This is an optimization exercise on Yosys and OpenROAD, whose aim is small area, a short achievable clock period and few clock cycles per item, not a production implementation. Where RTL was checked, it was by simulation tests only, not by an equivalence proof against the original.

== v4 ==
==> flow/design.v (excerpt) <==
module tanh (
    input  clk,
    input  rst,
    input  [13:0] i_x,
    input  i_valid,
    output o_ready,
    output [13:0] o_fx,
    output o_valid,
    input  i_ready
);
logic        adv;
logic [13:0] x0;
logic [1:0]  cnt;
logic        ov_r;
logic [13:0] e0, e1;
logic [0:0] m1_hc;
logic [17:0] m1_ha;
logic [17:0] m1_hb;
logic [13:0] x_s1;
logic [13:0] q_s2;
logic [13:0] x_s2;
logic [4:0] d1_one;
logic [3:0] d1_two;
logic [3:0] d1_neg;
logic [13:0] q_s3;
logic [13:0] x_s3;
logic [0:0] m2_hc;
logic [17:0] m2_ha;
logic [17:0] m2_hb;
logic [13:0] x_s4;
logic [13:0] q_s4;
logic [5:0] d2_one;
logic [4:0] d2_two;
logic [4:0] d2_neg;
logic [13:0] x_s5;
logic [13:0] q_s5;
logic [0:0] m3_hc;
logic [17:0] m3_ha;
logic [17:0] m3_hb;
logic [13:0] x_s6;
logic [13:0] q_s6;
logic [5:0] d3_one;
logic [5:0] d3_two;
logic [4:0] d3_neg;
logic [13:0] x_s7;
logic [13:0] q_s7;
logic [0:0] m4_hc;
logic [17:0] m4_ha;
logic [17:0] m4_hb;
logic [13:0] x_s8;
logic [13:0] q_s8;
logic [6:0] d4_one;
logic [6:0] d4_two;
logic [5:0] d4_neg;
logic [13:0] x_s9;
logic [13:0] q_s9;
logic [0:0] m5_hc;
logic [17:0] m5_ha;
logic [17:0] m5_hb;
logic [13:0] x_s10;
logic [14:0] r5p;
logic [6:0] dx_one;
logic [6:0] dx_two;
logic [6:0] dx_neg;
logic [0:0] m6_hc;
logic [17:0] m6_ha;
  ...
Size in the first run: ~3400 cells after synthesis, roughly 34 I/O pins.
clock: 8.0 ns
lec_check: 0
cap_margin: 20
core_margin: 2
core_utilization: 40
setup_slack_margin: 4.5
slew_margin: 20
run.sh (not shown) runs the stock make flow with config.mk's settings and CLKGATE_MAP_FILE= SYNTH_SCRIPT=/design/flow/synth_recipe.tcl, a recipe that flattens the netlist after the stock synthesis.
### v4 -> v23
--- a/flow/design.v
+++ b/flow/design.v
@@ -1,22 +1,23 @@
 module tanh (
     input  clk,
     input  rst,
     input  [13:0] i_x,
     input  i_valid,
     output o_ready,
     output [13:0] o_fx,
     output o_valid,
     input  i_ready
 );
-logic        adv;
+logic        rdy_r, skid_v, adv;
+logic [13:0] skid_x;
 logic [13:0] x0;
 logic [1:0]  cnt;
 logic        ov_r;
 logic [13:0] e0, e1;
 logic [0:0] m1_hc;
 logic [17:0] m1_ha;
 logic [17:0] m1_hb;
 logic [13:0] x_s1;
 logic [13:0] q_s2;
 logic [13:0] x_s2;
 logic [4:0] d1_one;
@@ -58,22 +59,24 @@
 logic [17:0] m5_ha;
 logic [17:0] m5_hb;
 logic [13:0] x_s10;
 logic [14:0] r5p;
 logic [6:0] dx_one;
 logic [6:0] dx_two;
 logic [6:0] dx_neg;
 logic [0:0] m6_hc;
 logic [17:0] m6_ha;
 logic [17:0] m6_hb;
 logic v0, v1, v2, v3, v4, v5, v6, v7, v8, v9, v10, v11, v12;
+wire acc     = i_valid & rdy_r;
+wire in_v    = skid_v | acc;
 wire deliver = ov_r & i_ready;
 wire arrive  = adv & v12;
 wire [1:0] cnt_n = cnt + {1'b0, arrive} - {1'b0, deliver};
 wire m1_pp_1 = x0[0] & x0[1];
 wire m1_pp_2 = x0[0] & x0[2];
 wire m1_pp_3 = x0[0] & x0[3];
 wire m1_pp_4 = x0[0] & x0[4];
 wire m1_pp_5 = x0[0] & x0[5];
 wire m1_pp_6 = x0[0] & x0[6];
 wire m1_pp_7 = x0[0] & x0[7];
 wire m1_pp_8 = x0[0] & x0[8];
@@ -1549,39 +1552,47 @@
 wire m6_c_1429 = m6_s_1382 | m6_c_1381;
 wire m6_s_1430 = m6_pp_1240 ^ m6_pp_1254 ^ m6_c_1383;
 wire m6_c_1431 = (m6_pp_1240 & m6_pp_1254) | (m6_pp_1240 & m6_c_1383) | (m6_pp_1254 & m6_c_1383);
 wire [25:0] m6_ra = {m6_s_1430, m6_s_1428, m6_s_1426, m6_s_1424, m6_s_1422, m6_s_1420, m6_s_1418, m6_s_1416, m6_s_1414, m6_s_1412, m6_s_1410, m6_s_1408, m6_s_1406, m6_s_1404, m6_s_1402, m6_s_1400, m6_s_1398, m6_s_1396, m6_s_1394, m6_s_1392, m6_s_1390, m6_s_1388, m6_s_1386, m6_s_1384, m6_pp_1146, m6_pp_1145};
 wire [25:0] m6_rb = {m6_c_1429, m6_c_1427, m6_c_1425, m6_c_1423, m6_c_1421, m6_c_1419, m6_c_1417, m6_c_1415, m6_c_1413, m6_c_1411, m6_c_1409, m6_c_1407, m6_c_1405, m6_c_1403, m6_c_1401, m6_c_1399, m6_c_1397, m6_c_1395, m6_c_1393, m6_c_1391, m6_c_1389, m6_c_1387, m6_c_1385, dx_neg[1], 1'b0, dx_neg[0]};
 wire [8:0] m6_lo = m6_ra[7:0] + m6_rb[7:0];
 wire [17:0] m6_full = m6_ha + m6_hb + {17'd0, m6_hc};
 wire [13:0] m6_sum = m6_full[17:4];
 wire [13:0] fres = m6_sum;
 always_ff @(posedge clk) begin
     if (rst) begin
+        rdy_r  <= 1'b1;
+        skid_v <= 1'b0;
         adv    <= 1'b1;
         cnt    <= 2'd0;
         ov_r   <= 1'b0;
         v0 <= 1'b0; v1 <= 1'b0; v2 <= 1'b0; v3 <= 1'b0; v4 <= 1'b0; v5 <= 1'b0; v6 <= 1'b0; v7 <= 1'b0; v8 <= 1'b0; v9 <= 1'b0; v10 <= 1'b0; v11 <= 1'b0; v12 <= 1'b0;
     end else begin
         cnt  <= cnt_n;
         ov_r <= cnt_n != 2'd0;
         adv  <= cnt_n[1] == 1'b0;
         if (adv) begin
-            v0 <= i_valid;
+            skid_v <= 1'b0;
+            rdy_r  <= 1'b1;
+            v0 <= in_v;
             v1 <= v0; v2 <= v1; v3 <= v2; v4 <= v3; v5 <= v4; v6 <= v5; v7 <= v6; v8 <= v7; v9 <= v8; v10 <= v9; v11 <= v10; v12 <= v11;
+        end else begin
+            skid_v <= in_v;
+            rdy_r  <= ~in_v;
         end
     end
 end
 always_ff @(posedge clk) begin
+    if (!adv && !skid_v) skid_x <= i_x;
     if (adv) begin
-        x0 <= i_x;
+        x0 <= skid_v ? skid_x : i_x;
         m1_hc <= m1_lo[8:8];
         m1_ha <= m1_ra[25:8];
         m1_hb <= m1_rb[25:8];
         x_s1 <= x0;
         q_s2 <= m1_sum;
         x_s2 <= x_s1;
         d1_one <= d1_one_w;
         d1_two <= d1_two_w;
         d1_neg <= d1_neg_w;
         q_s3 <= q_s2;
         x_s3 <= x_s2;
@@ -1628,15 +1639,15 @@
         m6_hb <= m6_rb[25:8];
     end
 end
 always_ff @(posedge clk) begin
     if ((arrive && (cnt == 2'd0 || (cnt == 2'd1 && deliver))))
         e0 <= fres;
     else if (deliver && cnt == 2'd2)
         e0 <= e1;
     if (arrive && ((cnt == 2'd1 && !deliver) || (cnt == 2'd2 && deliver)))
         e1 <= fres;
 end
-assign o_ready = adv;
+assign o_ready = rdy_r;
 assign o_valid = ov_r;
 assign o_fx    = e0;
 endmodule
==> results.txt <==
Across v23 and v4, the outcome is the same: a clean finish for every run. [compare] base=v4 new=v23: insertion delay of the later-clocked pin in the worst-skew pair picked up an extra 20 ps, post-layout worst setup margin moved down. Shortest clock period the worst path allows after layout: v23 higher than v4. Summary — layout overhead on the synthesized area, v23 relative to v4: lower, by 0.25 points. Mean instance size in the synthesized netlist | v23 above v4. Compared with v4, v23 shows area after synthesis that has gone up slightly.
Testbench counts of v23, summed over its fixed seeds: cycles 16,112, items 16,000.
Only the layout flow was run in v4; the RTL was not checked for function there.


tanh, a different RTL version from the one above (not shown whole).
Size in the first run: roughly 3000 cells after synthesis, roughly 40000 um2 of cells after synthesis.
export LEC_CHECK = 0
export CAP_MARGIN = 20
export CORE_MARGIN = 2
export CORE_UTILIZATION = 40
export SETUP_SLACK_MARGIN = 4.7
export SLEW_MARGIN = 20
export SYNTH_HIERARCHICAL = 1
export SYNTH_MINIMUM_KEEP_SIZE = 0
create_clock -name core_clock -period 8.0 [get_ports {clk}]
Testbench counts at the start, summed over its fixed seeds: cycles 16,112, items 16,000.
Next try:
--- a/flow/design.v
+++ b/flow/design.v
@@ -19,20 +19,20 @@
 logic [13:0] x_s1;
 logic [13:0] q_s2;
 logic [13:0] x_s2;
 logic [4:0] d1_one;
 logic [3:0] d1_two;
 logic [3:0] d1_neg;
 logic [13:0] q_s3;
 logic [13:0] x_s3;
 logic [0:0] m2_hc;
-logic [17:0] m2_ha;
-logic [17:0] m2_hb;
+logic [15:0] m2_ha;
+logic [15:0] m2_hb;
 logic [13:0] x_s4;
 logic [13:0] q_s4;
 logic [5:0] d2_one;
 logic [4:0] d2_two;
 logic [4:0] d2_neg;
 logic [13:0] x_s5;
 logic [13:0] q_s5;
 logic [0:0] m3_hc;
 logic [17:0] m3_ha;
@@ -510,21 +510,21 @@
 tanh_fa m2_fa_311 (.a(m2_pp_254), .b(m2_c_290), .c(m2_s_291), .s(m2_s_311), .co(m2_c_311));
 wire m2_s_312, m2_c_312;
 tanh_fa m2_fa_312 (.a(m2_pp_255), .b(m2_s_293), .c(m2_c_292), .s(m2_s_312), .co(m2_c_312));
 wire m2_s_313, m2_c_313;
 tanh_fa m2_fa_313 (.a(m2_pp_256), .b(m2_pp_242), .c(m2_s_294), .s(m2_s_313), .co(m2_c_313));
 wire m2_s_314 = ~(m2_pp_257 ^ m2_pp_243);
 wire m2_c_315 = m2_pp_257 | m2_pp_243;
 wire [25:0] m2_ra = {1'b1, 1'b1, 1'b1, m2_c_315, m2_s_314, m2_s_313, m2_s_312, m2_s_311, m2_s_310, m2_s_309, m2_s_308, m2_s_307, m2_s_306, m2_s_305, m2_s_304, m2_s_303, m2_s_302, m2_s_301, m2_s_300, m2_s_299, m2_s_298, m2_s_297, m2_s_296, m2_s_295, m2_pp_185, m2_pp_184};
 wire [25:0] m2_rb = {1'b0, 1'b0, 1'b0, 1'b0, m2_c_313, m2_c_312, m2_c_311, m2_c_310, m2_c_309, m2_c_308, m2_c_307, m2_c_306, m2_c_305, m2_c_304, m2_c_303, m2_c_302, m2_c_301, m2_c_300, m2_c_299, m2_c_298, m2_c_297, m2_c_296, m2_c_295, d1_neg[1], 1'b0, d1_neg[0]};
-wire [8:0] m2_lo = m2_ra[7:0] + m2_rb[7:0];
-wire [17:0] m2_full = m2_ha + m2_hb + {17'd0, m2_hc};
-wire [13:0] m2_sum = m2_full[17:4];
+wire [10:0] m2_lo = m2_ra[9:0] + m2_rb[9:0];
+wire [15:0] m2_full = m2_ha + m2_hb + {15'd0, m2_hc};
+wire [13:0] m2_sum = m2_full[15:2];
 wire [9:0] m2_r = m2_sum[9:0];
 wire [5:0] d2_one_w = {~m2_r[9], (m2_r[8] ^ m2_r[7]), (m2_r[6] ^ m2_r[5]), (m2_r[4] ^ m2_r[3]), (m2_r[2] ^ m2_r[1]), m2_r[0]};
 wire [4:0] d2_two_w = {((m2_r[9] & (~m2_r[8] & ~m2_r[7])) | (~m2_r[9] & (m2_r[8] & m2_r[7]))), ((m2_r[7] & (~m2_r[6] & ~m2_r[5])) | (~m2_r[7] & (m2_r[6] & m2_r[5]))), ((m2_r[5] & (~m2_r[4] & ~m2_r[3])) | (~m2_r[5] & (m2_r[4] & m2_r[3]))), ((m2_r[3] & (~m2_r[2] & ~m2_r[1])) | (~m2_r[3] & (m2_r[2] & m2_r[1]))), (m2_r[1] & ~m2_r[0])};
 wire [4:0] d2_neg_w = {m2_r[9], m2_r[7], m2_r[5], m2_r[3], m2_r[1]};
 wire m3_pp_316 = ((d2_one[0] & q_s5[0]) ^ d2_neg[0]);
 wire m3_pp_317 = (((d2_one[0] & q_s5[1]) | (d2_two[0] & q_s5[0])) ^ d2_neg[0]);
 wire m3_pp_318 = (((d2_one[0] & q_s5[2]) | (d2_two[0] & q_s5[1])) ^ d2_neg[0]);
 wire m3_pp_319 = (((d2_one[0] & q_s5[3]) | (d2_two[0] & q_s5[2])) ^ d2_neg[0]);
 wire m3_pp_320 = (((d2_one[0] & q_s5[4]) | (d2_two[0] & q_s5[3])) ^ d2_neg[0]);
@@ -1569,21 +1569,21 @@
         m1_hb <= m1_rb[25:8];
         x_s1 <= x0;
         q_s2 <= m1_sum;
         x_s2 <= x_s1;
         d1_one <= d1_one_w;
         d1_two <= d1_two_w;
         d1_neg <= d1_neg_w;
         q_s3 <= q_s2;
         x_s3 <= x_s2;
-        m2_hc <= m2_lo[8:8];
-        m2_ha <= m2_ra[25:8];
-        m2_hb <= m2_rb[25:8];
+        m2_hc <= m2_lo[10:10];
+        m2_ha <= m2_ra[25:10];
+        m2_hb <= m2_rb[25:10];
         x_s4 <= x_s3;
         q_s4 <= q_s3;
         d2_one <= d2_one_w;
         d2_two <= d2_two_w;
         d2_neg <= d2_neg_w;
         x_s5 <= x_s4;
         q_s5 <= q_s4;
         m3_hc <= m3_lo[8:8];
         m3_ha <= m3_ra[25:8];
Wire length is lower by 3.8%.
Cell count is higher by 2.0%.
Final area is about the same.
Sequential share of layout area is lower by 0.38 points.
Core utilization barely changes.
Clock skew is higher by 0.021 ns.
Synthesized area is about the same.
Setup slack gains 0.023 ns.
Hold slack loses 0.0049 ns.
No functional check of the RTL was part of the second run of this note.

-- static timing again, ports no longer ideal --
How much do the figures lean on ideal ports? The routed layouts below were timed once more, with nothing changed but the port constraints.
Step 1: set_driving_cell puts a clkbuf_16 on clk and a buf_2 on each other input, an assumption about the parent block.
Step 2, shift: input delay + t, output delay - t, t = (earliest + latest rising clock arrival at the registers) / 2. This alone moves slack from input paths to output paths.
Slacks: no drivers / after step 1 / after step 2; pairs: no drivers / after step 1.
| run | t, ns | setup WS [ns] | worst hold slack (ns) | worst slew at a driven data input, ns | cell pins on the clock port's net |
|---|---|---|---|---|---|
| v4 | 0.685 | 4.561 / 4.561 / 4.212 | 0.410 / 0.410 / 0.410 | 0.04 | 1 |
| v23 | 0.712 | 4.553 / 4.553 / 4.422 | 0.389 / 0.389 / 0.389 | 0.04 | 1 |
| the first run of note 2 | 0.671 | 4.803 / 4.782 / 4.262 | 0.410 / 0.410 / 0.410 | 0.04 | 1 |
| the second run of note 2 | 0.669 | 4.826 / 4.789 / 4.264 | 0.405 / 0.405 / 0.405 | 0.03 | 1 |
After both steps every run listed still meets setup and hold. For the second run of note 2, which loses most, drivers alone change the setup slack by -0.037 ns; drivers and shift together by -0.562 ns.
